This design comes from an exercise in tuning for small area, a short achievable clock period and few clock cycles on the open sky130 flow, not from production work. Where RTL was checked, it was by simulation tests only, not by an equivalence proof against the original. No functional check of the RTL was part of runs 1 to 4. Power figures rest on the tool's default switching activity, not on a simulated workload.

`design.v`:
```
`timescale 1ns / 1ps
localparam
	PC_NEXT    = 0,
	PC_JUMP    = 1,
	PC_JR      = 2,
	PC_BEQ     = 4,
	PC_BNE     = 5;
localparam
	EXE_A_RS     = 0,
	EXE_A_LINK   = 2,
	EXE_A_BRANCH = 3;
localparam
	EXE_B_RT     = 0,
	EXE_B_IMM    = 1,
	EXE_B_LINK   = 2,
	EXE_B_BRANCH = 3;
localparam
	EXE_ALU_ADD    = 0,
	EXE_ALU_SUB    = 1,
	EXE_ALU_SLT    = 2,
	EXE_ALU_AND    = 4,
	EXE_ALU_OR     = 5;
localparam
	WB_ADDR_RD    = 0,
	WB_ADDR_RT    = 1,
	WB_ADDR_LINK  = 2;
localparam
	WB_DATA_ALU   = 0,
	WB_DATA_MEM   = 1;
localparam
	PC_RESET  = 32'h0000_0000;
localparam   
	INST_R          = 6'b000000,   
	R_FUNC_JR       = 6'b001000,
	R_FUNC_ADD      = 6'b100000,
	R_FUNC_SUB      = 6'b100010,
	R_FUNC_AND      = 6'b100100,
	R_FUNC_OR       = 6'b100101,
	R_FUNC_SLT      = 6'b101010,
	INST_J          = 6'b000010,
	INST_JAL        = 6'b000011,
	INST_BEQ        = 6'b000100,
	INST_BNE        = 6'b000101,
	INST_ADDI       = 6'b001000,
	INST_ANDI       = 6'b001100,
	INST_ORI        = 6'b001101,
	INST_LW         = 6'b100011,
	INST_SW         = 6'b101011;
localparam
	GPR_ZERO = 0,
	GPR_AT = 1,
	GPR_V0 = 2,
	GPR_V1 = 3,
	GPR_A0 = 4,
	GPR_A1 = 5,
	GPR_A2 = 6,
	GPR_A3 = 7,
	GPR_T0 = 8,
	GPR_T1 = 9,
	GPR_T2 = 10,
	GPR_T3 = 11,
	GPR_T4 = 12,
	GPR_T5 = 13,
	GPR_T6 = 14,
	GPR_T7 = 15,
	GPR_S0 = 16,
	GPR_S1 = 17,
	GPR_S2 = 18,
	GPR_S3 = 19,
	GPR_S4 = 20,
	GPR_S5 = 21,
	GPR_S6 = 22,
	GPR_S7 = 23,
	GPR_T8 = 24,
	GPR_T9 = 25,
	GPR_K0 = 26,
	GPR_K1 = 27,
	GPR_GP = 28,
	GPR_SP = 29,
	GPR_FP = 30,
	GPR_RA = 31;
 `timescale 1ns / 1ps
module alu (
	input wire [31:0] a, b,   
	input wire sub,   
	input wire op_and,   
	input wire op_or,   
	input wire op_slt,   
	output wire [31:0] result   
	);
	wire [31:0] sum = a + (sub ? ~b : b) + {31'b0, sub};
	wire lt = (a[31] != b[31]) ? a[31] : sum[31];
	assign result = op_and ? (a & b) : op_or ? (a | b) : op_slt ? {31'b0, lt} : sum;
endmodule
 `timescale 1ns / 1ps
module regfile (
	input wire clk,   
	input wire [4:0] addr_a,
	output wire [31:0] data_a,
	input wire [4:0] addr_b,
	output wire [31:0] data_b,
	input wire en_w,
	input wire [4:0] addr_w,
	input wire [31:0] data_w
	);
	reg [31:0] regfile [1:31];   
	always @(posedge clk) begin
		if (en_w && addr_w != 0)
			regfile[addr_w] <= data_w;
	end
	assign data_a = (addr_a == 0) ? 32'b0 : regfile[addr_a];
	assign data_b = (addr_b == 0) ? 32'b0 : regfile[addr_b];
endmodule
 `timescale 1ns / 1ps
module mips_core (
	input wire clk,   
	input wire rst,   
	output wire [31:0] inst_addr,   
	input wire [31:0] inst_data,   
	output wire mem_wen,   
	output wire [31:0] mem_addr,   
	output wire [31:0] mem_dout,   
	input wire [31:0] mem_din   
	);
localparam
	PC_NEXT    = 0,
	PC_JUMP    = 1,
	PC_JR      = 2,
	PC_BEQ     = 4,
	PC_BNE     = 5;
localparam
	EXE_A_RS     = 0,
	EXE_A_LINK   = 2,
	EXE_A_BRANCH = 3;
localparam
	EXE_B_RT     = 0,
	EXE_B_IMM    = 1,
	EXE_B_LINK   = 2,
	EXE_B_BRANCH = 3;
localparam
	EXE_ALU_ADD    = 0,
	EXE_ALU_SUB    = 1,
	EXE_ALU_SLT    = 2,
	EXE_ALU_AND    = 4,
	EXE_ALU_OR     = 5;
localparam
	WB_ADDR_RD    = 0,
	WB_ADDR_RT    = 1,
	WB_ADDR_LINK  = 2;
localparam
	WB_DATA_ALU   = 0,
	WB_DATA_MEM   = 1;
localparam
	PC_RESET  = 32'h0000_0000;
localparam   
	INST_R          = 6'b000000,   
	R_FUNC_JR       = 6'b001000,
	R_FUNC_ADD      = 6'b100000,
	R_FUNC_SUB      = 6'b100010,
	R_FUNC_AND      = 6'b100100,
	R_FUNC_OR       = 6'b100101,
	R_FUNC_SLT      = 6'b101010,
	INST_J          = 6'b000010,
	INST_JAL        = 6'b000011,
	INST_BEQ        = 6'b000100,
	INST_BNE        = 6'b000101,
	INST_ADDI       = 6'b001000,
	INST_ANDI       = 6'b001100,
	INST_ORI        = 6'b001101,
	INST_LW         = 6'b100011,
	INST_SW         = 6'b101011;
localparam
	GPR_ZERO = 0,
	GPR_AT = 1,
	GPR_V0 = 2,
	GPR_V1 = 3,
	GPR_A0 = 4,
	GPR_A1 = 5,
	GPR_A2 = 6,
	GPR_A3 = 7,
	GPR_T0 = 8,
	GPR_T1 = 9,
	GPR_T2 = 10,
	GPR_T3 = 11,
	GPR_T4 = 12,
	GPR_T5 = 13,
	GPR_T6 = 14,
	GPR_T7 = 15,
	GPR_S0 = 16,
	GPR_S1 = 17,
	GPR_S2 = 18,
	GPR_S3 = 19,
	GPR_S4 = 20,
	GPR_S5 = 21,
	GPR_S6 = 22,
	GPR_S7 = 23,
	GPR_T8 = 24,
	GPR_T9 = 25,
	GPR_K0 = 26,
	GPR_K1 = 27,
	GPR_GP = 28,
	GPR_SP = 29,
	GPR_FP = 30,
	GPR_RA = 31;
	reg [31:0] pc;
	wire [31:0] inst = inst_data;
	wire [5:0] op = inst[31:26];
	wire [5:0] fn = inst[5:0];
	wire [4:0] rs = inst[25:21];
	wire [4:0] rt = inst[20:16];
	wire [4:0] rd = inst[15:11];
	wire [15:0] imm = inst[15:0];
	wire f_rtype = (op == INST_R);
	wire f_alur = f_rtype & ((fn == R_FUNC_ADD) | (fn == R_FUNC_SUB) | (fn == R_FUNC_AND) | (fn == R_FUNC_OR) | (fn == R_FUNC_SLT));
	wire f_jr = f_rtype & (fn == R_FUNC_JR);
	wire f_j = (op == INST_J);
	wire f_jal = (op == INST_JAL);
	wire f_beq = (op == INST_BEQ);
	wire f_bne = (op == INST_BNE);
	wire f_addi = (op == INST_ADDI);
	wire f_andi = (op == INST_ANDI);
	wire f_ori = (op == INST_ORI);
	wire f_lw = (op == INST_LW);
	wire f_sw = (op == INST_SW);
	wire f_use_rs = f_alur | f_jr | f_beq | f_bne | f_addi | f_andi | f_ori | f_lw | f_sw;
	wire f_use_rt = f_alur | f_beq | f_bne | f_sw;
	wire f_imm = f_addi | f_andi | f_ori | f_lw | f_sw;
	wire f_sext = f_addi | f_lw | f_sw;
	wire [4:0] f_dest = f_alur ? rd : f_jal ? 5'd31 : rt;
	wire f_wen = (f_alur | f_jal | f_addi | f_andi | f_ori | f_lw) & (f_dest != 5'd0);
	wire f_sub = f_alur & ((fn == R_FUNC_SUB) | (fn == R_FUNC_SLT));
	wire f_and = (f_alur & (fn == R_FUNC_AND)) | f_andi;
	wire f_or = (f_alur & (fn == R_FUNC_OR)) | f_ori;
	wire f_slt = f_alur & (fn == R_FUNC_SLT);
	wire [31:0] pc4 = pc + 32'd4;
	wire [31:0] f_target = pc4 + {{14{imm[15]}}, imm, 2'b00};
	reg [31:0] x_a, x_b, x_t;
	reg [4:0] x_dest;
	reg x_wen, x_lw, x_sw, x_beq, x_bne, x_jr;
	reg x_sub, x_and, x_or, x_slt;
	wire [31:0] x_result;
	wire x_redirect;
	wire [31:0] x_redirect_pc;
	reg [31:0] m_result, m_dout;
	reg [4:0] m_dest;
	reg m_wen, m_lw, m_sw;
	wire [31:0] m_value = m_lw ? mem_din : m_result;
	wire [31:0] rf_a, rf_b;
	regfile REGFILE (
		.clk(clk),
		.addr_a(rs),
		.data_a(rf_a),
		.addr_b(rt),
		.data_b(rf_b),
		.en_w(m_wen),
		.addr_w(m_dest),
		.data_w(m_value)
	);
	wire a_hit_x = x_wen & (x_dest == rs);
	wire a_hit_m = m_wen & (m_dest == rs);
	wire b_hit_x = x_wen & (x_dest == rt);
	wire b_hit_m = m_wen & (m_dest == rt);
	wire [31:0] a_old = f_jal ? pc4 : a_hit_m ? m_value : rf_a;
	wire [31:0] b_old = b_hit_m ? m_value : rf_b;
	wire [31:0] rs_val = (a_hit_x & ~f_jal) ? x_result : a_old;
	wire [31:0] rt_val = b_hit_x ? x_result : b_old;
	wire [31:0] imm_val = {{16{f_sext & imm[15]}}, imm};
	wire stall = x_lw & ((f_use_rs & a_hit_x) | (f_use_rt & b_hit_x));
	wire kill = rst | x_redirect | stall;
	always @(posedge clk) begin
		if (rst)
			pc <= PC_RESET;
		else if (x_redirect)
			pc <= x_redirect_pc;
		else if (stall)
			pc <= pc;
		else if (f_j | f_jal)
			pc <= {pc[31:28], inst[25:0], 2'b00};
		else
			pc <= pc4;
	end
	assign inst_addr = pc;
	always @(posedge clk) begin
		x_a <= rs_val;
		x_b <= f_imm ? imm_val : rt_val;
		x_t <= (f_beq | f_bne) ? f_target : rt_val;
		x_dest <= f_dest;
		x_sub <= f_sub;
		x_and <= f_and;
		x_or <= f_or;
		x_slt <= f_slt;
		if (kill) begin
			x_wen <= 0;
			x_lw <= 0;
			x_sw <= 0;
			x_beq <= 0;
			x_bne <= 0;
			x_jr <= 0;
		end
		else begin
			x_wen <= f_wen;
			x_lw <= f_lw;
			x_sw <= f_sw;
			x_beq <= f_beq;
			x_bne <= f_bne;
			x_jr <= f_jr;
		end
	end
	alu ALU (
		.a(x_a),
		.b(x_b),
		.sub(x_sub),
		.op_and(x_and),
		.op_or(x_or),
		.op_slt(x_slt),
		.result(x_result)
	);
	wire x_eq = (x_a == x_b);
	assign x_redirect = x_jr | (x_beq & x_eq) | (x_bne & ~x_eq);
	assign x_redirect_pc = x_jr ? x_a : x_t;
	always @(posedge clk) begin
		m_result <= x_result;
		m_dout <= x_t;
		m_dest <= x_dest;
		if (rst) begin
			m_wen <= 0;
			m_lw <= 0;
			m_sw <= 0;
		end
		else begin
			m_wen <= x_wen;
			m_lw <= x_lw;
			m_sw <= x_sw;
		end
	end
	assign mem_wen = m_sw;
	assign mem_addr = m_result;
	assign mem_dout = m_dout;
endmodule
```
`constraint.sdc`:
```
create_clock -name core_clock -period 6.0 [get_ports {clk}]
set_input_delay 1.2000 -clock core_clock [delete_from_list [all_inputs] [get_ports {clk}]]
set_output_delay 1.2000 -clock core_clock [all_outputs]
set_load 0.01 [all_outputs]
```
`config.mk`:
```
export PLATFORM = sky130hd
export DESIGN_NAME = mips_core
export DESIGN_NICKNAME = mips_core
export VERILOG_FILES = /design/flow/design.v
export SDC_FILE = /design/flow/constraint.sdc
export NUM_CORES = 4
export LEC_CHECK = 0
export ABC_CLOCK_PERIOD_IN_PS = 2500
export CAP_MARGIN = 20
export CORE_MARGIN = 2
export CORE_UTILIZATION = 40
export SETUP_SLACK_MARGIN = 3.5
export SLEW_MARGIN = 20
```
`run.sh`:
```
#!/bin/bash
# synth_recipe.tcl (not shown) runs the flow's synth.tcl, then flattens the netlist and writes it again
# the make line also repeats each setting of config.mk as NAME=value (left out here)
make -C /OpenROAD-flow-scripts/flow DESIGN_CONFIG=/design/flow/config.mk WORK_HOME=/design/flow/orfs CLKGATE_MAP_FILE= SYNTH_SCRIPT=/design/flow/synth_recipe.tcl finish
```
==> results of run 1 <==
-- Yosys cell counts, types with 50 or more instances --
master                       n
sky130_fd_sc_hd__a211oi_1   83
sky130_fd_sc_hd__a21oi_1   221
sky130_fd_sc_hd__buf_2      65
sky130_fd_sc_hd__clkbuf_1  152
sky130_fd_sc_hd__dfxtp_1   215
sky130_fd_sc_hd__edfxtp_1  992
sky130_fd_sc_hd__ha_1      124
sky130_fd_sc_hd__inv_1     114
sky130_fd_sc_hd__mux2i_1   193
sky130_fd_sc_hd__mux4_2    502
sky130_fd_sc_hd__nand2_1   190
sky130_fd_sc_hd__nand3_1    50
sky130_fd_sc_hd__nor2_1    246
sky130_fd_sc_hd__o21ai_0   125
sky130_fd_sc_hd__xnor2_1    58
sky130_fd_sc_hd__xor2_1     69
-- layout make-up --
type / instances / area share
sequential: 1207 / 0.4373
multi-input combinational: 2424 / 0.3680
timing repair buffer: 704 / 0.09964
clock buffer: 178 / 0.04657
tap: 2016 / 0.03213
clock inverter: 66 / 0.009643
inverter: 116 / 0.005945
timing repair inverter: 6 / 0.0005738
antenna: 7 / 0.0002231
-- sequential cells by signal, indices dropped and copies added (netlist names), 5 cells and up --
register	flops
m_dout	32
m_result	32
x_a	32
m_dest	5
REGFILE.regfile	992
x_b	32
x_t	32
x_dest	5
pc	32
-- critical path: stages (launching register included) --
cell,delay [ns]
sky130_fd_sc_hd__dfxtp_4,0.38
sky130_fd_sc_hd__ha_4,0.16
sky130_fd_sc_hd__and4_4,0.27
sky130_fd_sc_hd__nand2_8,0.11
sky130_fd_sc_hd__buf_4,0.16
sky130_fd_sc_hd__nor4_1,0.31
sky130_fd_sc_hd__xor2_1,0.80
sky130_fd_sc_hd__ha_1,0.36
sky130_fd_sc_hd__nand2_1,0.15
sky130_fd_sc_hd__o31ai_2,0.31
sky130_fd_sc_hd__a21oi_1,0.12
sky130_fd_sc_hd__xnor2_1,0.16
sky130_fd_sc_hd__mux2i_1,0.09
-- through the flow --
| stage | hold WS (ns) | total power [W] | instance area, um^2 |
|---|---|---|---|
| finish | 0.3461 | 0.02502 | 78500 |
| global route | 0.3590 | 0.02566 | 78490 |
| CTS | 0.3469 | 0.02447 | 75950 |
| detailed placement | 0.3443 | 0.01501 | 65050 |
| global placement | 0.3375 | 0.01498 | 65050 |
| floorplan | 0.3306 | 0.01307 | 61750 |
-- final timing paths --
kind	start	end	slack, ns	depth (start not counted)
worst max-delay path	pc[2]$_SDFFE_PP0P_	x_t[31]$_DFF_P_	2.46	12
worst min-delay path	x_t[3]$_DFF_P_	m_dout[3]$_DFF_P_	0.35	0
worst max register to register	pc[2]$_SDFFE_PP0P_	x_t[31]$_DFF_P_	2.46	12
worst min register to register	x_t[3]$_DFF_P_	m_dout[3]$_DFF_P_	0.35	0
-- cell families after synthesis --
| logic type | count (synthesis) | synth area share |
|---|---|---|
| AO/OA/AOI/OAI | 758 | 0.08201 |
| multiplexers | 744 | 0.2284 |
| XOR/XNOR | 127 | 0.01842 |
| AND/OR/NAND/NOR | 664 | 0.04962 |
| adder cells (fa/ha/maj) | 126 | 0.02636 |
| flip-flops | 1207 | 0.5647 |
| buffers and inverters | 403 | 0.03045 |
-- metal layers --
metal / vias up / global-route usage / share of wire
li1: 17380 / - / -
met5: - / 0 / 0.000099
met1: 22750 / 0.4007 / 0.36
met2: 2931 / 0.4797 / 0.46
met4: 4 / 0.1682 / 0.064
met3: 714 / 0.07746 / 0.12
-- cell usage in the layout (no fill, tap or decap), types with 26 or more instances in the layout --
master / instances
sky130_fd_sc_hd__a211oi_2: 34
sky130_fd_sc_hd__clkdlybuf4s50_1: 42
sky130_fd_sc_hd__buf_4: 349
sky130_fd_sc_hd__a211oi_1: 46
sky130_fd_sc_hd__buf_16: 41
sky130_fd_sc_hd__dfxtp_2: 45
sky130_fd_sc_hd__o21ai_0: 32
sky130_fd_sc_hd__a21oi_1: 173
sky130_fd_sc_hd__xnor2_1: 32
sky130_fd_sc_hd__dfxtp_1: 122
sky130_fd_sc_hd__ha_4: 47
sky130_fd_sc_hd__mux2i_1: 160
sky130_fd_sc_hd__nand3_1: 30
sky130_fd_sc_hd__a21oi_2: 34
sky130_fd_sc_hd__nand2_1: 164
sky130_fd_sc_hd__clkbuf_16: 144
sky130_fd_sc_hd__o22ai_1: 26
sky130_fd_sc_hd__inv_1: 93
sky130_fd_sc_hd__a21o_1: 35
sky130_fd_sc_hd__edfxtp_1: 992
sky130_fd_sc_hd__mux4_2: 502
sky130_fd_sc_hd__buf_12: 35
sky130_fd_sc_hd__o21ai_2: 34
sky130_fd_sc_hd__buf_2: 51
sky130_fd_sc_hd__buf_6: 137
sky130_fd_sc_hd__ha_1: 68
sky130_fd_sc_hd__clkbuf_1: 37
sky130_fd_sc_hd__nor2_1: 184
sky130_fd_sc_hd__mux2_2: 38
sky130_fd_sc_hd__xor2_1: 43
sky130_fd_sc_hd__dfxtp_4: 48
sky130_fd_sc_hd__nor2_4: 49
sky130_fd_sc_hd__o21ai_1: 68
-- where the power goes --
| group | total [W] | switching (W) | internal [W] | leakage [nW] |
|---|---|---|---|---|
| combinational | 0.00594 | 0.00361 | 0.00233 | 14.4 |
| sequential | 0.0106 | 0.000294 | 0.0103 | 10.7 |
| clock | 0.00846 | 0.00352 | 0.00494 | 2.15 |
| total | 0.0250 | 0.00742 | 0.0176 | 27.3 |
-- what timing repair did --
action,in CTS,in global routing
pin swaps,177,152
gates resized for setup,1248,264
setup endpoints to repair,1378,531
gates cloned,49,5
endpoints found under the hold margin,0,0
buffers inserted,230,137
==> qor.txt, run 1 <==
========================================================================================
Clock slew seen by the registers of the worst setup and hold paths               0.06 ns
Area leader, netlist                                                        sky130_fd_sc_hd__edfxtp_1
DRT iter0 DRCs                                                                      6173
# fillers                                                                          11990
Number of buffers created by CTS                                                     135
Starting utilization of the core area                                             0.4031
Post-Synthesis Mean Instance Area                                             14.98 um^2
Worst skew pair latency                                                          0.81 ns
Minimum clock period after layout                                               3.542 ns
Worst EP required                                                                6.67 ns
Power density relative to cell area                                         318.7 nW/um^2
Status                                                                      finished clean
Portion of the clock cycle consumed by the worst path in the final layout         0.5903
Sum of overflow across all layers after global routing                                 0
Number of levels in the clock H-tree                                                   4
Most frequently used flop master after synthesis                            sky130_fd_sc_hd__edfxtp_1
Hold buffer count at cts                                                               0
Clock tree from TritonCTS                                                          built
Area share of the largest cell type after synthesis                               0.4934
HPWL Detailed                                                                  140600 um
Number of global-route vias before repair                                          42450
Drc violations                                                                         0
Sequential cell area                                                          34330 um^2
Library cells used by synthesis                                                       77
Clock root buffer                                                           sky130_fd_sc_hd__clkbuf_16
Average via count per standard cell                                                6.511
Min setup slack post-route                                                      2.458 ns
Achievable Freq                                                               0.2823 GHz
Worst-case clock buffer depth                                                          3
Remaining number of nets flagged by the antenna check after routing                    0
Number of placement rows                                                             142
Worst VDD drop                                                                 0.2807 mV
Cells after synthesis                                                               4029
Final Non-Filler Cells                                                              6724
Pleak                                                                           27.32 nW
Post-route clock skew                                                         0.05209 ns
Finished Core Util                                                                0.5241
Pin count of the biggest net entering global routing                                  53
Max-cap violations                                                                     0
Max-slew headroom                                                                 0.3491
RSZ-0062 raised after global routing                                                true
I/O pin count                                                                        163
Hold crit path type                                                              reg2reg
Count of input and output buffers                                                    162
Element type at the critical path start                                             flop
Sequential share of the synthesized area                                          0.5647
Share of post-route cells with drive strength above 1                             0.4474
Overall die area                                                             154000 um^2
Die width                                                                       392.5 um
Area taken by multi-input logic gates                                         28880 um^2
Number of storage elements in the synthesis netlist                                 1207
Average detailed-routed wire length per instance                                36.01 um
Synthesis-to-layout area growth                                                   30.03%
Number of vias after detailed routing                                              43780
Post-route setup TNS                                                                0 ns
Category of the critical setup timing path                                       reg2reg
Leading post-synthesis cells by cell area                                   sky130_fd_sc_hd__edfxtp_1 49%, sky130_fd_sc_hd__mux4_2 19%, sky130_fd_sc_hd__dfxtp_1 7.1%
CP endpoint kind                                                                    flop
Pre-CTS setup slack                                                             1.025 ns
Number of antenna violations at the first check in global routing                     10
Number of synthesized flops with an enable pin                                       992
Die Span Y                                                                      392.5 um
Synthesis warning total                                                                2
Synth async-reset ratio                                                                0
Arrival @ worst endpoint                                                         4.21 ns
Total length of routed wires                                                   242100 um
Number of endpoints failing setup at the final stage                                   0
Final Slew Violations                                                                  0
Wire length of the first global-routing pass                                   331900 um
Maximum fanout along the worst path                                                    5
Total number of nets in the final design                                            4786
Global-route total usage across every layer                                       0.3098
Post-synthesis cell area                                                      60370 um^2
Number of hold violations in the final report                                          0
Placed Cells incl. Taps                                                             6052
Transition time at the pin with the least slew margin                          0.9753 ns
Clock tree sinks                                                                    1207
Routability-driven placement congestion ratio                                     0.9732
First-pass iteration count of the detailed router                                      5
Placeable core region                                                        149800 um^2
Post-Synthesis Net Count                                                            4221
========================================================================================
==> run 2: changes to the inputs <==
--- a/design.v
+++ b/design.v
@@ -235,6 +235,6 @@
 	wire [31:0] pc4 = pc + 32'd4;
-	wire [31:0] f_target = pc4 + {{14{imm[15]}}, imm, 2'b00};
 	reg [31:0] x_a, x_b, x_t;
+	reg [15:0] x_off;
 	reg [4:0] x_dest;
-	reg x_wen, x_lw, x_sw, x_beq, x_bne, x_jr;
+	reg x_wen, x_lw, x_sw, x_beq, x_bne;
 	reg x_sub, x_and, x_or, x_slt;
@@ -242,3 +242,2 @@
 	wire x_redirect;
-	wire [31:0] x_redirect_pc;
 	reg [31:0] m_result, m_dout;
@@ -273,3 +272,3 @@
 		else if (x_redirect)
-			pc <= x_redirect_pc;
+			pc <= x_target;
 		else if (stall)
@@ -278,2 +277,4 @@
 			pc <= {pc[31:28], inst[25:0], 2'b00};
+		else if (f_jr)
+			pc <= rs_val;
 		else
@@ -285,3 +286,4 @@
 		x_b <= f_imm ? imm_val : rt_val;
-		x_t <= (f_beq | f_bne) ? f_target : rt_val;
+		x_t <= (f_beq | f_bne) ? pc4 : rt_val;
+		x_off <= imm;
 		x_dest <= f_dest;
@@ -297,3 +299,2 @@
 			x_bne <= 0;
-			x_jr <= 0;
 		end
@@ -305,3 +306,2 @@
 			x_bne <= f_bne;
-			x_jr <= f_jr;
 		end
@@ -318,4 +318,4 @@
 	wire x_eq = (x_a == x_b);
-	assign x_redirect = x_jr | (x_beq & x_eq) | (x_bne & ~x_eq);
-	assign x_redirect_pc = x_jr ? x_a : x_t;
+	wire [31:0] x_target = x_t + {{14{x_off[15]}}, x_off, 2'b00};
+	assign x_redirect = (x_beq & x_eq) | (x_bne & ~x_eq);
 	always @(posedge clk) begin
==> qor.txt, run 2 <==
========================================================================================
Status                                                                      finished clean   unchanged
Number of storage elements in the synthesis netlist                                 1222   was 1207
Register-to-register setup slack                                                 2.59 ns   was 2.46 ns
Post-route cell area                                                          77710 um^2   was 78500 um^2
Critical path launch point                                                  x_sub$_DFF_P_   was pc[2]$_SDFFE_PP0P_
Post-route clock skew                                                         0.04977 ns   was 0.05209 ns
Placeable core region                                                        152300 um^2   was 149800 um^2
Post-detailed-placement cell area                                             65690 um^2   was 65050 um^2
Slowest cell on the critical path                                           sky130_fd_sc_hd__dfxtp_4   was sky130_fd_sc_hd__xor2_1
Power density relative to cell area                                         331.5 nW/um^2   was 318.7 nW/um^2
RSZ-0062 raised after global routing                                                true   unchanged
Area share of the largest cell type after synthesis                               0.4851   was 0.4934
End of the critical path                                                    x_t[18]$_DFF_P_   was x_t[31]$_DFF_P_
Average via count per standard cell                                                6.606   was 6.511
Synthesis-to-layout area growth                                                   26.54%   was 30.03%
Count of input and output buffers                                                    162   unchanged
Number of antenna violations at the first check in global routing                      7   was 10
Category of the critical setup timing path                                       reg2reg   unchanged
Pin count of the biggest net entering global routing                                  54   was 53
Depth of the most critical reg-to-reg path                                            15   was 12
HPWL Detailed                                                                  146300 um   was 140600 um
Synth async-reset ratio                                                                0   unchanged
Worst skew pair latency                                                          0.81 ns   about the same
Minimum clock period after layout                                               3.408 ns   was 3.542 ns
Most flops, register                                                        REGFILE.regfile   unchanged
Number of buffers created by CTS                                                     135   unchanged
Arrival @ worst endpoint                                                         4.07 ns   was 4.21 ns
Portion of the clock cycle consumed by the worst path in the final layout         0.5679   was 0.5903
Final total power                                                              0.02576 W   was 0.02502 W
DRT iter0 DRCs                                                                      6734   was 6173
Overall die area                                                             156700 um^2   was 154000 um^2
Synthesis warning total                                                                2   unchanged
Cell type with the highest occurrence count on the critical path            sky130_fd_sc_hd__buf_6
Number of synthesized flops with an enable pin                                       992   unchanged
Pleak                                                                           26.87 nW   was 27.32 nW
Simple-gate area share of the yosys netlist                                      0.05389   was 0.04962
Sequential share of the synthesized area                                          0.5600   was 0.5647
Transition time at the pin with the least slew margin                           1.204 ns   was 0.9753 ns
Clock tree from TritonCTS                                                          built   unchanged
Sequential cell area                                                          34650 um^2   was 34330 um^2
Number of vias after detailed routing                                              45040   was 43780
Worst flop-to-flop path startpoint                                          x_sub$_DFF_P_   was pc[2]$_SDFFE_PP0P_
Max-cap violations                                                                     0   unchanged
Hold crit path type                                                              reg2reg   unchanged
Area share of fa/ha/maj cells after synthesis                                    0.02592   was 0.02636
Leading post-synthesis cells by cell area                                   sky130_fd_sc_hd__edfxtp_1 49%, sky130_fd_sc_hd__mux4_2 15%, sky130_fd_sc_hd__dfxtp_1 7.5%   was sky130_fd_sc_hd__edfxtp_1 49%, sky130_fd_sc_hd__mux4_2 19%, sky130_fd_sc_hd__dfxtp_1 7.1%
CP endpoint kind                                                                    flop   unchanged
Worst EP required                                                                6.66 ns   was 6.67 ns
Number of global-route vias before repair                                          42690   was 42450
Post-Synthesis Mean Instance Area                                             14.66 um^2   was 14.98 um^2
Number of endpoints failing setup at the final stage                                   0   unchanged
Clock slew seen by the registers of the worst setup and hold paths               0.06 ns   about the same
Endpoint of the worst register-to-register path                             x_t[18]$_DFF_P_   was x_t[31]$_DFF_P_
Area taken by multi-input logic gates                                         28570 um^2   was 28880 um^2
Routability-driven placement congestion ratio                                      1.003   was 0.9732
Worst-case clock buffer depth                                                          3   unchanged
Sum of overflow across all layers after global routing                                 0   unchanged
Mux share of post-synthesis cell area                                             0.2170   was 0.2284
Number of placement rows                                                             143   was 142
Worst VDD drop                                                                 0.2518 mV   was 0.2807 mV
Commonest non-fill, non-tap cell in the layout                              sky130_fd_sc_hd__edfxtp_1   unchanged
Global-route total usage across every layer                                       0.3078   was 0.3098
Slowest cell delay on critical path                                              0.42 ns   was 0.80 ns
# fillers                                                                          12480   was 11990
Number of levels in the clock H-tree                                                   4   unchanged
Commonest cells in the synthesized netlist                                  992 x sky130_fd_sc_hd__edfxtp_1, 420 x sky130_fd_sc_hd__mux4_2, 247 x sky130_fd_sc_hd__mux2i_1   was 992 x sky130_fd_sc_hd__edfxtp_1, 502 x sky130_fd_sc_hd__mux4_2, 246 x sky130_fd_sc_hd__nor2_1
Finished Core Util                                                                0.5104   was 0.5241
Sequence of cells on the critical path                                      buf_6 -> mux2i_4 -> inv_2 -> fa_2 -> a21o_1 -> nand4_1 -> buf_6 -> buf_6 -> a21oi_4 -> or3_4 -> nand2_4 -> xnor2_4 -> o221ai_4 -> a21oi_2 -> mux2i_2   was ha_4 -> and4_4 -> nand2_8 -> buf_4 -> nor4_1 -> xor2_1 -> ha_1 -> nand2_1 -> o31ai_2 -> a21oi_1 -> xnor2_1 -> mux2i_1
I/O pin count                                                                        163   unchanged
Xor and xnor area share after synthesis                                          0.01697   was 0.01842
Hold buffer count at cts                                                               0   unchanged
Cells after synthesis                                                               4190   was 4029
Total length of routed wires                                                   247100 um   was 242100 um
Clock tree sinks                                                                    1222   was 1207
Average detailed-routed wire length per instance                                36.24 um   was 36.01 um
Flip-flop count of the largest register after layout                                 992   unchanged
Final worst hold slack                                                         0.3581 ns   was 0.3461 ns
Die Span Y                                                                      395.8 um   was 392.5 um
Starting utilization of the core area                                             0.4033   was 0.4031
Combinational family with the most area after synthesis                     multiplexers   unchanged
Share of post-route cells with drive strength above 1                             0.3946   was 0.4474
Most frequent cells in the layout                                           992 x sky130_fd_sc_hd__edfxtp_1, 443 x sky130_fd_sc_hd__mux4_2, 295 x sky130_fd_sc_hd__buf_4, 214 x sky130_fd_sc_hd__mux2i_1, 187 x sky130_fd_sc_hd__a21oi_1   was 992 x sky130_fd_sc_hd__edfxtp_1, 502 x sky130_fd_sc_hd__mux4_2, 349 x sky130_fd_sc_hd__buf_4, 184 x sky130_fd_sc_hd__nor2_1, 173 x sky130_fd_sc_hd__a21oi_1
Element type at the critical path start                                             flop   unchanged
Post-route setup TNS                                                                0 ns   unchanged
Final Slew Violations                                                                  0   unchanged
Most frequently used flop master after synthesis                            sky130_fd_sc_hd__edfxtp_1   unchanged
Wire length of the first global-routing pass                                   337900 um   was 331900 um
Max-slew headroom                                                                 0.1950   was 0.3491
Total buffers and inverters traversed by the critical path                             4   was 1
Remaining number of nets flagged by the antenna check after routing                    0   unchanged
Die width                                                                       395.8 um   was 392.5 um
Library cells used by synthesis                                                       96   was 77
Drc violations                                                                         0   unchanged
Maximum fanout along the worst path                                                    8   was 5
Synth Area in Compound Gates                                                     0.09272   was 0.08201
Total number of cells along the worst setup path                                      15   was 12
Post-synthesis cell area                                                      61410 um^2   was 60370 um^2
Most repeated cell in the gate-level netlist after synthesis                sky130_fd_sc_hd__edfxtp_1   unchanged
Largest delay contributor family on the critical path                       compound AO/OA/AOI/OAI gates   was XOR/XNOR gates
Post-Synthesis Net Count                                                            4382   was 4221
Achievable Freq                                                               0.2935 GHz   was 0.2823 GHz
Clock root buffer                                                           sky130_fd_sc_hd__clkbuf_16   unchanged
Total number of nets in the final design                                            4871   was 4786
Number of hold violations in the final report                                          0   unchanged
First-pass iteration count of the detailed router                                      8   was 5
Area leader, netlist                                                        sky130_fd_sc_hd__edfxtp_1   unchanged
========================================================================================
==> run 2: cell types whose count changed after synthesis, moves of 13 or more <==
cell	delta
sky130_fd_sc_hd__mux4_1	+38
sky130_fd_sc_hd__a211oi_1	-19
sky130_fd_sc_hd__o21ai_1	-22
sky130_fd_sc_hd__dfxtp_1	+15
sky130_fd_sc_hd__mux2_2	-14
sky130_fd_sc_hd__mux2i_1	+54
sky130_fd_sc_hd__a221oi_1	+28
sky130_fd_sc_hd__a221o_1	+13
sky130_fd_sc_hd__o21ai_0	+69
sky130_fd_sc_hd__o211ai_1	+17
sky130_fd_sc_hd__a22oi_1	+19
sky130_fd_sc_hd__o32ai_1	-13
sky130_fd_sc_hd__mux4_2	-82
sky130_fd_sc_hd__nor2_1	-17
==> run 2: repair_timing <==
action,4_1_cts,5_1_grt
pin swaps,157,102
resized for setup,1126,328
setup endpoints to repair,919,530
setup buffers,210,89
cloned,35,10
==> run 2: worst min path at each step <==
| stage | start | to | slack, ns | depth (start not counted) |
|---|---|---|---|---|
| detailed placement | x_t[20]$_DFF_P_ | m_dout[20]$_DFF_P_ | 0.35 | 0 |
| global placement | x_t[24]$_DFF_P_ | m_dout[24]$_DFF_P_ | 0.34 | 0 |
| finish | x_t[20]$_DFF_P_ | m_dout[20]$_DFF_P_ | 0.36 | 0 |
| CTS | x_t[20]$_DFF_P_ | m_dout[20]$_DFF_P_ | 0.36 | 0 |
| floorplan | x_t[1]$_DFF_P_ | m_dout[1]$_DFF_P_ | 0.33 | 0 |
| global route | x_t[20]$_DFF_P_ | m_dout[20]$_DFF_P_ | 0.37 | 0 |
==> run 2: layer usage <==
metal,share of wire,global-route usage
met4,0.068,0.1706
met2,0.45,0.4708
met1,0.36,0.4009
met3,0.12,0.07846
met5,0,0
==> run 2: worst reg2reg max path: cells and delay by family, from the launching register on <==
| kind | cells | cell delay (ns) |
|---|---|---|
| xor+xnor | 1 | 0.10 |
| fa+ha+maj | 1 | 0.35 |
| simple gates | 3 | 0.61 |
| compound gates | 4 | 0.72 |
| mux | 2 | 0.55 |
| flops | 1 | 0.42 |
| buf+inv | 4 | 0.52 |
==> run 2: area by class of cell <==
cell class                      instances  share of cell area
Inverter                              111            0.006215
Sequential cell                      1222              0.4459
Timing Repair Buffer                  635             0.08830
Clock buffer                          169             0.04742
Multi-Input combinational cell       2564              0.3677
Timing Repair inverter                 10           0.0008533
Tap cell                             2030             0.03268
Antenna cell                            3          0.00009660
Clock inverter                         74             0.01085
==> run 2: where the power goes <==
group          internal (W)  switching, W  total (W)
Clock               0.00506       0.00357    0.00863
Combinational       0.00236       0.00404    0.00640
Sequential           0.0104      0.000295     0.0107
Total                0.0178       0.00791     0.0258
==> run 2: logic make-up (layout without fill, tap and decap cells) <==
kind of cell / after synthesis / count (layout)
flops: 1222 / 1222
compound gates: 865 / 865
mux: 740 / 740
simple gates: 711 / 714
buf+inv: 407 / 999
fa+ha+maj: 126 / 126
xor+xnor: 119 / 119
other cells: 0 / 3
==> run 2: metrics by stage <==
| step | setup WS (ns) | instances |
|---|---|---|
| finish | 2.592 | 6818 |
| detailed placement | 1.151 | 6228 |
| global route | 2.577 | 6815 |
| floorplan | 2.582 | 4190 |
| global placement | 1.109 | 6227 |
| CTS | 2.732 | 6716 |
==> run 3: changes to the inputs <==
--- a/design.v
+++ b/design.v
@@ -90,4 +90,4 @@
 	);
-	wire [31:0] sum = a + (sub ? ~b : b) + {31'b0, sub};
-	wire lt = (a[31] != b[31]) ? a[31] : sum[31];
+	wire [31:0] sum = a + b + {31'b0, sub};
+	wire lt = (a[31] == b[31]) ? a[31] : sum[31];   
 	assign result = op_and ? (a & b) : op_or ? (a | b) : op_slt ? {31'b0, lt} : sum;
@@ -105,9 +105,28 @@
 	);
-	reg [31:0] regfile [1:31];   
-	always @(posedge clk) begin
-		if (en_w && addr_w != 0)
-			regfile[addr_w] <= data_w;
-	end
-	assign data_a = (addr_a == 0) ? 32'b0 : regfile[addr_a];
-	assign data_b = (addr_b == 0) ? 32'b0 : regfile[addr_b];
+	wire [31:0] sel_a = 32'b1 << addr_a;
+	wire [31:0] sel_b = 32'b1 << addr_b;
+	wire [31:0] and_a [0:31];
+	wire [31:0] and_b [0:31];
+	wire [31:0] or_a [0:31];
+	wire [31:0] or_b [0:31];
+	assign and_a[0] = 32'b0;
+	assign and_b[0] = 32'b0;
+	assign or_a[0] = 32'b0;
+	assign or_b[0] = 32'b0;
+	genvar i;
+	generate
+		for (i = 1; i < 32; i = i + 1) begin : r
+			reg [31:0] q;   
+			always @(posedge clk) begin
+				if (en_w && addr_w == i)
+					q <= data_w;
+			end
+			assign and_a[i] = {32{sel_a[i]}} & q;
+			assign and_b[i] = {32{sel_b[i]}} & q;
+			assign or_a[i] = or_a[i - 1] | and_a[i];
+			assign or_b[i] = or_b[i - 1] | and_b[i];
+		end
+	endgenerate
+	assign data_a = or_a[31];
+	assign data_b = or_b[31];
 endmodule
@@ -285,3 +304,3 @@
 		x_a <= rs_val;
-		x_b <= f_imm ? imm_val : rt_val;
+		x_b <= f_imm ? imm_val : f_sub ? ~rt_val : rt_val;   
 		x_t <= (f_beq | f_bne) ? pc4 : rt_val;
==> qor.txt, run 3 <==
========================================================================================
Max-slew headroom                                                                 0.2563   was 0.1950
Worst EP required                                                                6.66 ns   about the same
Total length of routed wires                                                   331400 um   was 247100 um
Arrival @ worst endpoint                                                         4.21 ns   was 4.07 ns
DRT iter0 DRCs                                                                     12670   was 6734
Average via count per standard cell                                                7.372   was 6.606
Clock tree from TritonCTS                                                          built   unchanged
Clock slew seen by the registers of the worst setup and hold paths               0.06 ns   about the same
Die Span Y                                                                      379.1 um   was 395.8 um
Finished Core Util                                                                0.5513   was 0.5104
Number of buffers created by CTS                                                     133   was 135
Remaining number of nets flagged by the antenna check after routing                    0   unchanged
Synth async-reset ratio                                                                0   unchanged
Starting utilization of the core area                                             0.4034   was 0.4033
Number of levels in the clock H-tree                                                   4   unchanged
Transition time at the pin with the least slew margin                           1.116 ns   was 1.204 ns
# fillers                                                                          11480   was 12480
Category of the critical setup timing path                                        in2reg   was reg2reg
Final Slew Violations                                                                  0   unchanged
Wire length of the first global-routing pass                                   435500 um   was 337900 um
Placeable core region                                                        139500 um^2   was 152300 um^2
Number of placement rows                                                             137   was 143
First-pass iteration count of the detailed router                                     13   was 8
Area share of the largest cell type after synthesis                               0.5292   was 0.4851
Number of hold violations in the final report                                          0   unchanged
Number of antenna violations at the first check in global routing                     26   was 7
Area leader, netlist                                                        sky130_fd_sc_hd__edfxtp_1   unchanged
Library cells used by synthesis                                                       93   was 96
Number of global-route vias before repair                                          51110   was 42690
Post-route clock skew                                                         0.03457 ns   was 0.04977 ns
Area taken by multi-input logic gates                                         24240 um^2   was 28570 um^2
Die width                                                                       379.1 um   was 395.8 um
Sequence of cells on the critical path                                      buf_12 -> buf_12 -> buf_6 -> nand2b_4 -> nor2_4 -> buf_12 -> a22oi_1 -> nand2_1 -> or3_4 -> nor3_4 -> buf_4 -> o22a_4 -> o221ai_2 -> a31oi_2 -> o32ai_1   was buf_6 -> mux2i_4 -> inv_2 -> fa_2 -> a21o_1 -> nand4_1 -> buf_6 -> buf_6 -> a21oi_4 -> or3_4 -> nand2_4 -> xnor2_4 -> o221ai_4 -> a21oi_2 -> mux2i_2
Average detailed-routed wire length per instance                                43.91 um   was 36.24 um
Global-route total usage across every layer                                       0.4488   was 0.3078
Hold wc startpoint                                                          x_t[18]$_DFF_P_   was x_t[20]$_DFF_P_
Portion of the clock cycle consumed by the worst path in the final layout         0.5911   was 0.5679
Number of vias after detailed routing                                              55640   was 45040
Post-route setup TNS                                                                0 ns   unchanged
Pleak                                                                           28.03 nW   was 26.87 nW
Element type at the critical path start                                     primary input   was flop
Power density relative to cell area                                         329.4 nW/um^2   was 331.5 nW/um^2
Slowest cell on the critical path                                           sky130_fd_sc_hd__nor3_4   was sky130_fd_sc_hd__dfxtp_4
Status                                                                      finished clean   unchanged
Maximum fanout along the worst path                                                    5   was 8
Share of post-route cells with drive strength above 1                             0.3319   was 0.3946
Sequential cell area                                                          34560 um^2   was 34650 um^2
Leading post-synthesis cells by cell area                                   sky130_fd_sc_hd__edfxtp_1 53%, sky130_fd_sc_hd__a22oi_1 10%, sky130_fd_sc_hd__dfxtp_1 8.2%   was sky130_fd_sc_hd__edfxtp_1 49%, sky130_fd_sc_hd__mux4_2 15%, sky130_fd_sc_hd__dfxtp_1 7.5%
Number of synthesized flops with an enable pin                                       992   unchanged
Cell type with the highest occurrence count on the critical path            sky130_fd_sc_hd__buf_12   was sky130_fd_sc_hd__buf_6
Count of input and output buffers                                                    162   unchanged
Worst skew pair latency                                                          0.83 ns   was 0.81 ns
Minimum clock period after layout                                               3.547 ns   was 3.408 ns
Drc violations                                                                         0   unchanged
Largest delay contributor family on the critical path                       simple AND/OR/NAND/NOR gates   was compound AO/OA/AOI/OAI gates
Worst flop-to-flop path startpoint                                          x_sub$_DFF_P_   unchanged
RSZ-0062 raised after global routing                                                true   unchanged
Final total power                                                              0.02534 W   was 0.02576 W
Clock tree sinks                                                                    1222   unchanged
Clock root buffer                                                           sky130_fd_sc_hd__clkbuf_16   unchanged
Number of storage elements in the synthesis netlist                                 1222   unchanged
Slowest cell delay on critical path                                              0.64 ns   was 0.42 ns
Post-Synthesis Net Count                                                            4858   was 4382
Most flops, register                                                         REGFILE.r.q   was REGFILE.regfile
Total number of nets in the final design                                            5707   was 4871
Most frequently used flop master after synthesis                            sky130_fd_sc_hd__edfxtp_1   unchanged
Worst VDD drop                                                                 0.3665 mV   was 0.2518 mV
Worst-case clock buffer depth                                                          3   unchanged
Number of endpoints failing setup at the final stage                                   0   unchanged
Post-synthesis cell area                                                      56290 um^2   was 61410 um^2
Flip-flop count of the largest register after layout                                 992   unchanged
Post-Synthesis Mean Instance Area                                             11.99 um^2   was 14.66 um^2
Sequential share of the synthesized area                                          0.6110   was 0.5600
Achievable Freq                                                               0.2820 GHz   was 0.2935 GHz
HPWL Detailed                                                                  200000 um   was 146300 um
Critical path launch point                                                  inst_data[21]   was x_sub$_DFF_P_
Synthesis warning total                                                                2   unchanged
Cells after synthesis                                                               4695   was 4190
Most repeated cell in the gate-level netlist after synthesis                sky130_fd_sc_hd__edfxtp_1   unchanged
Pin count of the biggest net entering global routing                                  42   was 54
Overall die area                                                             143700 um^2   was 156700 um^2
Commonest non-fill, non-tap cell in the layout                              sky130_fd_sc_hd__edfxtp_1   unchanged
I/O pin count                                                                        163   unchanged
Routability-driven placement congestion ratio                                      1.125   was 1.003
Max-cap violations                                                                     0   unchanged
Most frequent cells in the layout                                           992 x sky130_fd_sc_hd__edfxtp_1, 735 x sky130_fd_sc_hd__a22oi_1, 516 x sky130_fd_sc_hd__buf_4, 320 x sky130_fd_sc_hd__nand2_1, 215 x sky130_fd_sc_hd__buf_6   was 992 x sky130_fd_sc_hd__edfxtp_1, 443 x sky130_fd_sc_hd__mux4_2, 295 x sky130_fd_sc_hd__buf_4, 214 x sky130_fd_sc_hd__mux2i_1, 187 x sky130_fd_sc_hd__a21oi_1
Total buffers and inverters traversed by the critical path                             5   was 4
Commonest cells in the synthesized netlist                                  992 x sky130_fd_sc_hd__edfxtp_1, 787 x sky130_fd_sc_hd__a22oi_1, 348 x sky130_fd_sc_hd__nand2_1   was 992 x sky130_fd_sc_hd__edfxtp_1, 420 x sky130_fd_sc_hd__mux4_2, 247 x sky130_fd_sc_hd__mux2i_1
CP endpoint kind                                                                    flop   unchanged
Sum of overflow across all layers after global routing                                 0   unchanged
Synthesis-to-layout area growth                                                   36.65%   was 26.54%
Hold crit path type                                                              reg2reg   unchanged
========================================================================================
-- run 3: worst paths after layout --
check	cells after the start	endpoint	slack [ns]
max	15	pc[31]$_SDFFE_PP0P_	2.45
min	0	m_dout[18]$_DFF_P_	0.35
max reg2reg	13	pc[12]$_SDFFE_PP0P_	2.47
min reg2reg	0	m_dout[18]$_DFF_P_	0.35
-- run 3: kinds of logic (layout without fill, tap and decap cells) --
| group | count (synthesis) | in the layout | synth area share |
|---|---|---|---|
| AOI/OAI and AO/OA | 1516 | 1516 | 0.1973 |
| and+or+nand+nor | 1261 | 1264 | 0.1096 |
| DFF | 1222 | 1222 | 0.6110 |
| buffers and inverters | 432 | 1383 | 0.03187 |
| xor gates and xnor gates | 98 | 98 | 0.01525 |
| adders and majority gates | 97 | 97 | 0.02196 |
| muxes | 69 | 69 | 0.01305 |
| other | 0 | 23 | 0 |
-- run 3: cell type report --
class / instances / area share
repair inverters: 2 / 0.0001952
inverters: 105 / 0.005384
flip-flops and latches: 1222 / 0.4493
clock inverters: 68 / 0.009076
well taps: 1876 / 0.03051
multi-input cells: 3044 / 0.3152
diodes: 23 / 0.0007482
repair buffers: 1036 / 0.1425
clock buffers: 172 / 0.04720
-- run 3: worst reg2reg max path: cells and delay by family (launching register included) --
| kind | cells | cell delay, ns |
|---|---|---|
| xor+xnor | 1 | 0.17 |
| mux | 1 | 0.31 |
| compound gates | 6 | 1.44 |
| flops | 1 | 0.32 |
| simple gates | 2 | 0.24 |
| buf+inv | 1 | 0.04 |
| fa+ha+maj | 2 | 0.86 |
-- run 3: report_power, final --
group	switching [W]	internal, W
combinational	0.00407	0.00218
sequential	0.000255	0.0105
clock	0.00362	0.00477
total	0.00794	0.0174
-- run 3: what timing repair did --
item,4_1_cts,5_1_grt
hold buffers,0,0
gates cloned,20,3
pin swaps,307,145
setup buffers,462,92
setup endpoints to repair,765,474
gates resized for setup,1348,215
-- run 3: metrics by stage --
| step | cell area [um^2] | std cells | setup slack (ns) | hold slack [ns] |
|---|---|---|---|---|
| finish | 76920 | 7548 | 2.453 | 0.3550 |
| global route | 76880 | 7530 | 2.398 | 0.3572 |
| CTS | 75120 | 7430 | 2.596 | 0.3551 |
| detailed placement | 62710 | 6708 | 0.5549 | 0.3456 |
| global placement | 62630 | 6704 | 0.05225 | 0.3452 |
| floorplan | 57380 | 4695 | 2.636 | 0.3311 |
-- run 3: routing by layer --
layer / vias to the layer above / global-route usage / wire [um]
met2: 6450 / 0.6068 / 127100
met5: - / 0.01029 / 499
met4: 32 / 0.3760 / 39060
li1: 20440 / - / -
met1: 26430 / 0.5190 / 104700
met3: 2288 / 0.2354 / 60000
==> run 4: changes to the inputs <==
--- a/config.mk
+++ b/config.mk
@@ -13 +13,2 @@
 export SLEW_MARGIN = 20
+export TNS_END_PERCENT = 5
==> qor.txt, run 4 <==
========================================================================================
Status                                                                      finished clean   unchanged
Post-route cell area                                                          75680 um^2   was 76920 um^2
Post-synthesis cell area                                                      56290 um^2   unchanged
Area leader, netlist                                                        sky130_fd_sc_hd__edfxtp_1   unchanged
Final Slew Violations                                                                  0   unchanged
Worst flop-to-flop path startpoint                                          x_b[0]$_DFF_P_   was x_sub$_DFF_P_
Worst VDD drop                                                                 0.3149 mV   was 0.3665 mV
Most repeated cell in the gate-level netlist after synthesis                sky130_fd_sc_hd__edfxtp_1   unchanged
Library cells used by synthesis                                                       93   unchanged
Share of power burned in combinational logic                                       0.234   was 0.246
Placeable core region                                                        139500 um^2   unchanged
Total number of nets in the final design                                            5627   was 5707
Reported net switching power                                                  0.007948 W   was 0.007942 W
HPWL Detailed                                                                  204400 um   was 200000 um
Number of synthesized flops with an enable pin                                       992   unchanged
Commonest non-fill, non-tap cell in the layout                              sky130_fd_sc_hd__edfxtp_1   unchanged
Category of the critical setup timing path                                       reg2reg   was in2reg
Clock tree from TritonCTS                                                          built   unchanged
Number of levels in the clock H-tree                                                   4   unchanged
Most frequently used flop master after synthesis                            sky130_fd_sc_hd__edfxtp_1   unchanged
Power density relative to cell area                                         336.7 nW/um^2   was 329.4 nW/um^2
Clk network pwr share                                                              0.345   was 0.331
Clock root buffer                                                           sky130_fd_sc_hd__clkbuf_16   unchanged
Average via count per standard cell                                                7.459   was 7.372
Post-route setup TNS                                                                0 ns   unchanged
Overall die area                                                             143700 um^2   unchanged
Post-detailed-placement cell area                                             62430 um^2   was 62710 um^2
Pin count of the biggest net entering global routing                                  42   unchanged
Arrival @ worst endpoint                                                         4.16 ns   was 4.21 ns
First-pass iteration count of the detailed router                                     13   unchanged
Portion of the clock cycle consumed by the worst path in the final layout         0.5741   was 0.5911
RSZ-0062 raised after global routing                                                true   unchanged
Synth async-reset ratio                                                                0   unchanged
Synthesis-to-layout area growth                                                   34.44%   was 36.65%
Most frequent cells in the layout                                           992 x sky130_fd_sc_hd__edfxtp_1, 763 x sky130_fd_sc_hd__a22oi_1, 544 x sky130_fd_sc_hd__buf_4, 334 x sky130_fd_sc_hd__nand2_1, 201 x sky130_fd_sc_hd__dfxtp_1   was 992 x sky130_fd_sc_hd__edfxtp_1, 735 x sky130_fd_sc_hd__a22oi_1, 516 x sky130_fd_sc_hd__buf_4, 320 x sky130_fd_sc_hd__nand2_1, 215 x sky130_fd_sc_hd__buf_6
Flip-flop count of the largest register after layout                                 992   unchanged
Achievable Freq                                                               0.2903 GHz   was 0.2820 GHz
Post-Synthesis Net Count                                                            4858   unchanged
Area share of the largest cell type after synthesis                               0.5292   unchanged
Starting utilization of the core area                                             0.4034   unchanged
Wire length of the first global-routing pass                                   431600 um   was 435500 um
Minimum clock period after layout                                               3.445 ns   was 3.547 ns
Post-route clock skew                                                         0.03286 ns   was 0.03457 ns
Max-cap violations                                                                     0   unchanged
Drc violations                                                                         0   unchanged
Met3 Resource Use GR                                                              0.2086   was 0.2354
Worst-case clock buffer depth                                                          3   unchanged
Leading post-synthesis cells by cell area                                   sky130_fd_sc_hd__edfxtp_1 53%, sky130_fd_sc_hd__a22oi_1 10%, sky130_fd_sc_hd__dfxtp_1 8.2%   unchanged
Hold crit path type                                                              reg2reg   unchanged
Number of buffers created by CTS                                                     135   was 133
Commonest cells in the synthesized netlist                                  992 x sky130_fd_sc_hd__edfxtp_1, 787 x sky130_fd_sc_hd__a22oi_1, 348 x sky130_fd_sc_hd__nand2_1   unchanged
Post-Synthesis Mean Instance Area                                             11.99 um^2   unchanged
Number of antenna violations at the first check in global routing                     23   was 26
Total length of routed wires                                                   335400 um   was 331400 um
Share of power burned in registers                                                 0.421   was 0.423
Min setup slack post-route                                                      2.555 ns   was 2.453 ns
GR Layer Usage met2                                                               0.6126   was 0.6068
Most flops, register                                                         REGFILE.r.q   unchanged
Cells after synthesis                                                               4695   unchanged
Depth of the most critical reg-to-reg path                                            14   was 13
Synthesis warning total                                                                2   unchanged
Cell Int Power                                                                 0.01754 W   was 0.01740 W
Pre-CTS setup slack                                                            0.4702 ns   was 0.5549 ns
Number of vias after detailed routing                                              55740   was 55640
Average detailed-routed wire length per instance                                44.88 um   was 43.91 um
Max-slew headroom                                                                 0.1508   was 0.2563
End of the critical path                                                    x_b[12]$_DFF_P_   was pc[31]$_SDFFE_PP0P_
CP endpoint kind                                                                    flop   unchanged
Sequential share of the synthesized area                                          0.6110   unchanged
Met1 routing resource usage after global routing                                  0.5338   was 0.5190
Hold buffer count at cts                                                               0   unchanged
Die width                                                                       379.1 um   unchanged
Routability-driven placement congestion ratio                                      1.040   was 1.125
Clock tree sinks                                                                    1222   unchanged
Remaining number of nets flagged by the antenna check after routing                    0   unchanged
Transition time at the pin with the least slew margin                           1.271 ns   was 1.116 ns
Die Span Y                                                                      379.1 um   unchanged
Finished Core Util                                                                0.5424   was 0.5513
Number of endpoints failing setup at the final stage                                   0   unchanged
Clock slew seen by the registers of the worst setup and hold paths               0.06 ns   about the same
Share of post-route cells with drive strength above 1                             0.2927   was 0.3319
DRT iter0 DRCs                                                                     11810   was 12670
Worst skew pair latency                                                          0.82 ns   was 0.83 ns
Maximum fanout along the worst path                                                    3   was 5
Number of hold violations in the final report                                          0   unchanged
Worst EP required                                                                6.72 ns   was 6.66 ns
Number of global-route vias before repair                                          50060   was 51110
Critical path launch point                                                  x_b[0]$_DFF_P_   was inst_data[21]
Count of input and output buffers                                                    162   unchanged
Sum of overflow across all layers after global routing                                 0   unchanged
GR peak layer                                                                       met2   unchanged
Register-to-register setup slack                                                 2.56 ns   was 2.47 ns
Number of storage elements in the synthesis netlist                                 1222   unchanged
Endpoint of the worst register-to-register path                             x_b[12]$_DFF_P_   was pc[12]$_SDFFE_PP0P_
I/O pin count                                                                        163   unchanged
Pleak                                                                           27.27 nW   was 28.03 nW
Global-route total usage across every layer                                       0.4452   was 0.4488
Element type at the critical path start                                             flop   was primary input
Net switching fraction of the power                                               0.3119   was 0.3134
Number of placement rows                                                             137   unchanged
========================================================================================
==> run 4: cell types whose count changed in the layout (fill, tap and decap cells not counted), moves of 16 or more <==
cell / delta
sky130_fd_sc_hd__a22oi_1: +28
sky130_fd_sc_hd__a22oi_2: -28
sky130_fd_sc_hd__buf_2: -59
sky130_fd_sc_hd__buf_4: +28
sky130_fd_sc_hd__buf_6: -127
sky130_fd_sc_hd__clkbuf_1: -16
sky130_fd_sc_hd__clkdlybuf4s50_1: +96
sky130_fd_sc_hd__dfxtp_1: +35
sky130_fd_sc_hd__dfxtp_4: -23
==> run 4: power by group through the flow <==
| stage | sequential [W] | clock, W | combinational (W) |
|---|---|---|---|
| finish | 0.0107 | 0.00880 | 0.00596 |
| floorplan | 0.0108 | 0 | 0.00217 |
| global placement | 0.0109 | 0 | 0.00445 |
| global route | 0.0107 | 0.00906 | 0.00609 |
| CTS | 0.0107 | 0.00873 | 0.00520 |
| detailed placement | 0.0109 | 0 | 0.00448 |
==> run 4: logic make-up (layout without fill, tap and decap cells) <==
group,count (synthesis),in the layout,synth area share
buf+inv,432,1298,0.03187
other cells,0,25,0
mux,69,69,0.01305
flops,1222,1222,0.6110
xor+xnor,98,98,0.01525
simple gates,1261,1272,0.1096
fa+ha+maj,97,97,0.02196
compound gates,1516,1516,0.1973
==> run 4: per-layer routing <==
metal,share of wire,up-vias
met2,0.39,6495
met5,0.0015,-
met3,0.18,2159
li1,-,20290
met4,0.11,28
met1,0.33,26770
==> run 4: area by class of cell <==
class / count / area (um^2)
clock buffers: 168 / 3777
flip-flops and latches: 1222 / 34460
diodes: 25 / 62.56
well taps: 1876 / 2347
inverters: 105 / 397.9
multi-input cells: 3052 / 24040
repair buffers: 947 / 9792
repair inverters: 1 / 5.005
clock inverters: 77 / 800.8
fillers: 11650 / 63850
==> run 4: stage by stage <==
stage	total power [W]	hold slack, ns	instances
after floorplan	0.01296	0.3311	4695
after global routing	0.02589	0.3758	7448
after CTS	0.02463	0.3642	7237
after global placement	0.01533	0.3438	6685
final	0.02548	0.3629	7473
after detailed placement	0.01535	0.3501	6689
==> run 4: critical path: stages (launching register included) <==
cell and delay, ns:
sky130_fd_sc_hd__dfxtp_2 0.34, sky130_fd_sc_hd__inv_2 0.05, sky130_fd_sc_hd__fa_2 0.37, sky130_fd_sc_hd__fa_2 0.42, sky130_fd_sc_hd__nor2b_4 0.17, sky130_fd_sc_hd__o31ai_4 0.12, sky130_fd_sc_hd__a21o_1 0.24, sky130_fd_sc_hd__a32oi_2 0.29
sky130_fd_sc_hd__xnor2_1 0.18, sky130_fd_sc_hd__o22ai_1 0.10, sky130_fd_sc_hd__mux2_4 0.32, sky130_fd_sc_hd__buf_4 0.15, sky130_fd_sc_hd__buf_6 0.11, sky130_fd_sc_hd__mux2_4 0.29, sky130_fd_sc_hd__o311ai_2 0.21
==> run 4: worst min path at each step <==
stage | from | endpoint | slack (ns) | cells after the start
after global placement | x_t[4]$_DFF_P_ | m_dout[4]$_DFF_P_ | 0.34 | 0
after detailed placement | x_t[4]$_DFF_P_ | m_dout[4]$_DFF_P_ | 0.35 | 0
after global routing | x_t[18]$_DFF_P_ | m_dout[18]$_DFF_P_ | 0.38 | 0
after CTS | x_t[18]$_DFF_P_ | m_dout[18]$_DFF_P_ | 0.36 | 0
after floorplan | x_t[1]$_DFF_P_ | m_dout[1]$_DFF_P_ | 0.33 | 0
final | x_t[18]$_DFF_P_ | m_dout[18]$_DFF_P_ | 0.36 | 0
==> run 4: timing repair <==
| item | in CTS | in global routing |
|---|---|---|
| gates resized for setup | 564 | 333 |
| endpoints found under the setup margin | 928 | 1216 |
| cloned | 9 | 9 |
| buffers inserted | 294 | 200 |
| pin swaps | 162 | 137 |
==> run 5: changes to the inputs <==
--- a/design.v
+++ b/design.v
@@ -88,7 +88,36 @@
 	input wire op_slt,   
-	output wire [31:0] result   
+	input wire inv,   
+	output wire [31:0] result,   
+	output wire [31:0] result_x   
 	);
-	wire [31:0] sum = a + b + {31'b0, sub};
-	wire lt = (a[31] == b[31]) ? a[31] : sum[31];   
-	assign result = op_and ? (a & b) : op_or ? (a | b) : op_slt ? {31'b0, lt} : sum;
+	wire [31:0] p = a ^ b;
+	wire [31:0] g = a & b;
+	wire [31:0] gg [0:5];
+	wire [31:0] pp [0:5];
+	assign gg[0] = g;
+	assign pp[0] = p;
+	genvar k, i;
+	generate
+		for (k = 0; k < 5; k = k + 1) begin : level
+			for (i = 0; i < 32; i = i + 1) begin : bits
+				if (i >= (1 << k)) begin : merge
+					assign gg[k + 1][i] = gg[k][i] | (pp[k][i] & gg[k][i - (1 << k)]);
+					assign pp[k + 1][i] = pp[k][i] & pp[k][i - (1 << k)];
+				end
+				else begin : pass
+					assign gg[k + 1][i] = gg[k][i];
+					assign pp[k + 1][i] = pp[k][i];
+				end
+			end
+		end
+	endgenerate
+	wire [31:0] c = {gg[5][30:0], 1'b0};   
+	wire [31:0] ps = p ^ {32{sub}};
+	wire [31:0] sum = ps ^ c;   
+	wire lt = (a[31] == b[31]) ? ~a[31] : sum[31];
+	wire arith = ~(op_and | op_or | op_slt);
+	wire [31:0] logic_res = op_and ? (a & b) : op_or ? (a | b) : {31'b0, lt};
+	wire [31:0] psk = ps ^ {32{inv}};
+	assign result = arith ? sum : logic_res;
+	assign result_x = arith ? (psk ^ c) : (logic_res ^ {32{inv}});
 endmodule
@@ -259,3 +288,3 @@
 	reg x_sub, x_and, x_or, x_slt;
-	wire [31:0] x_result;
+	wire [31:0] x_result, x_result_x;
 	wire x_redirect;
@@ -283,2 +312,3 @@
 	wire [31:0] rs_val = (a_hit_x & ~f_jal) ? x_result : a_old;
+	wire [31:0] a_next = (a_hit_x & ~f_jal) ? x_result_x : f_sub ? ~a_old : a_old;
 	wire [31:0] rt_val = b_hit_x ? x_result : b_old;
@@ -303,4 +333,4 @@
 	always @(posedge clk) begin
-		x_a <= rs_val;
-		x_b <= f_imm ? imm_val : f_sub ? ~rt_val : rt_val;   
+		x_a <= a_next;
+		x_b <= f_imm ? imm_val : rt_val;
 		x_t <= (f_beq | f_bne) ? pc4 : rt_val;
@@ -334,3 +364,5 @@
 		.op_slt(x_slt),
-		.result(x_result)
+		.inv(f_sub),
+		.result(x_result),
+		.result_x(x_result_x)
 	);
==> qor.txt, run 5 <==
==================================================================================
Post-route clock skew                                                   0.04173 ns   was 0.03286 ns
Placeable core region                                                  141100 um^2   was 139500 um^2
Clock root buffer                                                     sky130_fd_sc_hd__clkbuf_16   unchanged
Area share of the largest cell type after synthesis                         0.5255   was 0.5292
Cells after synthesis                                                         4731   was 4695
Library cells used by synthesis                                                100   was 93
Met2 layer wire length in the routed design                              131100 um   was 130100 um
Depth of the most critical reg-to-reg path                                      11   was 14
Clock slew seen by the registers of the worst setup and hold paths         0.06 ns   about the same
Starting utilization of the core area                                       0.4018   was 0.4034
Cell Int Power                                                           0.01738 W   was 0.01754 W
Status                                                                finished clean   unchanged
RSZ-0062 raised after global routing                                          true   unchanged
Remaining number of nets flagged by the antenna check after routing              0   unchanged
Post-synthesis cell area                                                56680 um^2   was 56290 um^2
Top metal layer carrying routed signals                                       met5   unchanged
Metal1 wirelength                                                        107000 um   was 109600 um
Most frequently used flop master after synthesis                      sky130_fd_sc_hd__edfxtp_1   unchanged
Number of endpoints failing setup at the final stage                             0   unchanged
Overall die area                                                       144700 um^2   was 143700 um^2
Power density relative to cell area                                   333.8 nW/um^2   was 336.7 nW/um^2
Clk network pwr share                                                        0.350   was 0.345
Category of the critical setup timing path                                  in2reg   was reg2reg
Global-route total usage across every layer                                 0.4466   was 0.4452
Sum of overflow across all layers after global routing                           0   unchanged
Minimum clock period after layout                                         3.291 ns   was 3.445 ns
Worst EP required                                                          6.71 ns   was 6.72 ns
Synthesis-to-layout area growth                                             33.08%   was 34.44%
Register-to-register setup slack                                           2.83 ns   was 2.56 ns
Max-slew headroom                                                           0.1666   was 0.1508
Number of buffers created by CTS                                               137   was 135
Flip-flop count of the largest register after layout                           992   unchanged
Transition time at the pin with the least slew margin                     1.250 ns   was 1.271 ns
Number of global-route vias before repair                                    50910   was 50060
Max-cap violations                                                               0   unchanged
Share of post-route cells with drive strength above 1                       0.2879   was 0.2927
Leading post-synthesis cells by cell area                             sky130_fd_sc_hd__edfxtp_1 53%, sky130_fd_sc_hd__a22oi_1 11%, sky130_fd_sc_hd__dfxtp_1 8.1%   was sky130_fd_sc_hd__edfxtp_1 53%, sky130_fd_sc_hd__a22oi_1 10%, sky130_fd_sc_hd__dfxtp_1 8.2%
Element type at the critical path start                               primary input   was flop
Area leader, netlist                                                  sky130_fd_sc_hd__edfxtp_1   unchanged
Synthesis warning total                                                          3   was 2
Net switching fraction of the power                                         0.3098   was 0.3119
First-pass iteration count of the detailed router                               13   unchanged
Share of power burned in combinational logic                                 0.224   was 0.234
WL met3                                                                   57470 um   was 58920 um
Final Slew Violations                                                            0   unchanged
Most flops, register                                                   REGFILE.r.q   unchanged
Hold crit path type                                                        reg2reg   unchanged
Arrival @ worst endpoint                                                   4.00 ns   was 4.16 ns
HPWL Detailed                                                            195100 um   was 204400 um
Post-route setup TNS                                                          0 ns   unchanged
Post-Synthesis Mean Instance Area                                       11.98 um^2   was 11.99 um^2
Reported net switching power                                            0.007800 W   was 0.007948 W
Pin count of the biggest net entering global routing                            40   was 42
Average via count per standard cell                                          7.434   was 7.459
Count of input and output buffers                                              162   unchanged
Worst flop-to-flop path startpoint                                    x_a[12]$_DFF_P_   was x_b[0]$_DFF_P_
Endpoint of the worst register-to-register path                       pc[0]$_SDFFE_PP0P_   was x_b[12]$_DFF_P_
Die width                                                                 380.4 um   was 379.1 um
Total length of routed wires                                             335400 um   about the same
Worst-case clock buffer depth                                                    3   unchanged
Number of synthesized flops with an enable pin                                 992   unchanged
DRT iter0 DRCs                                                               11310   was 11810
WHS Path Cells                                                                   0   unchanged
Worst skew pair latency                                                    0.84 ns   was 0.82 ns
CP endpoint kind                                                              flop   unchanged
Wire length of the first global-routing pass                             441200 um   was 431600 um
Hold buffer count at cts                                                         0   unchanged
Sequential share of the synthesized area                                    0.6068   was 0.6110
Number of antenna violations at the first check in global routing               22   was 23
Most repeated cell in the gate-level netlist after synthesis          sky130_fd_sc_hd__edfxtp_1   unchanged
Total number of nets in the final design                                      5582   was 5627
==================================================================================
-- run 5: critical path, stage by stage --
cell	delay [ns]
sky130_fd_sc_hd__buf_12	0.12
sky130_fd_sc_hd__buf_12	0.12
sky130_fd_sc_hd__buf_4	0.15
sky130_fd_sc_hd__nand2b_4	0.14
sky130_fd_sc_hd__nor2_4	0.10
sky130_fd_sc_hd__buf_12	0.18
sky130_fd_sc_hd__buf_4	0.20
sky130_fd_sc_hd__a22oi_1	0.18
sky130_fd_sc_hd__nand2_1	0.11
sky130_fd_sc_hd__nor4_1	0.30
sky130_fd_sc_hd__nand3_1	0.36
sky130_fd_sc_hd__o211ai_1	0.38
sky130_fd_sc_hd__o221ai_2	0.21
sky130_fd_sc_hd__o21a_1	0.22
-- run 5: how the worst min path moves through the flow --
stage | from | to | slack (ns)
after floorplan | x_t[1]$_DFF_P_ | m_dout[1]$_DFF_P_ | 0.33
after global placement | x_t[19]$_DFF_P_ | m_dout[19]$_DFF_P_ | 0.34
after detailed placement | x_t[29]$_DFF_P_ | m_dout[29]$_DFF_P_ | 0.35
after CTS | x_t[4]$_DFF_P_ | m_dout[4]$_DFF_P_ | 0.35
after global routing | x_t[15]$_DFF_P_ | m_dout[15]$_DFF_P_ | 0.36
final | x_t[4]$_DFF_P_ | m_dout[4]$_DFF_P_ | 0.35
-- run 5: cell families after synthesis --
kind of cell	count (synthesis)	share of synthesized area
compound gates	1503	0.1934
simple gates	1232	0.1062
flops	1222	0.6068
buf+inv	441	0.03289
xor+xnor	155	0.02395
fa+ha+maj	95	0.02110
mux	83	0.01563
-- run 5: per-stage QoR --
stage	utilization	hold slack, ns	worst slack (ns)	power [W]	instances
final	0.5347	0.3496	2.709	0.02518	7450
after global placement	0.4421	0.3395	0.5187	0.01528	6697
after floorplan	-	0.3306	2.766	0.01306	4731
after global routing	0.5344	0.3629	2.779	0.02560	7429
after detailed placement	0.4431	0.3459	0.3518	0.01531	6703
after CTS	0.5221	0.3459	2.836	0.02460	7332
-- run 5: what timing repair did --
| item | CTS | global route |
|---|---|---|
| setup endpoints to repair | 781 | 1177 |
| gates cloned | 34 | 2 |
| hold endpoints to repair | 0 | 0 |
| setup buffers | 343 | 89 |
| pin swaps | 235 | 123 |
| gates resized for setup | 759 | 176 |
-- run 5: layout make-up --
type,count,area (um^2),share of cell area
clock inverters,89,997.2,0.01322
well taps,1890,2365,0.03135
multi-input cells,3089,24320,0.3225
clock buffers,163,3590,0.04759
flip-flops and latches,1222,34460,0.4568
inverters,105,400.4,0.005308
diodes,26,65.06,0.0008625
repair buffers,866,9231,0.1224
-- run 5: power by group through the flow --
stage	Combinational [W]	Sequential [W]	Clock, W
final	0.00563	0.0107	0.00882
after global routing	0.00577	0.0107	0.00909
after CTS	0.00514	0.0107	0.00875
after detailed placement	0.00444	0.0109	0
after global placement	0.00440	0.0109	0
after floorplan	0.00223	0.0108	0
-- run 5: layer usage --
layer,up-vias,global-route usage
met5,-,0.02348
met4,39,0.3613
met3,2312,0.2346
met2,6540,0.6185
met1,26350,0.5083
li1,20150,-
Testbench counts of run 5, summed over its fixed seeds: cycles 24,702.
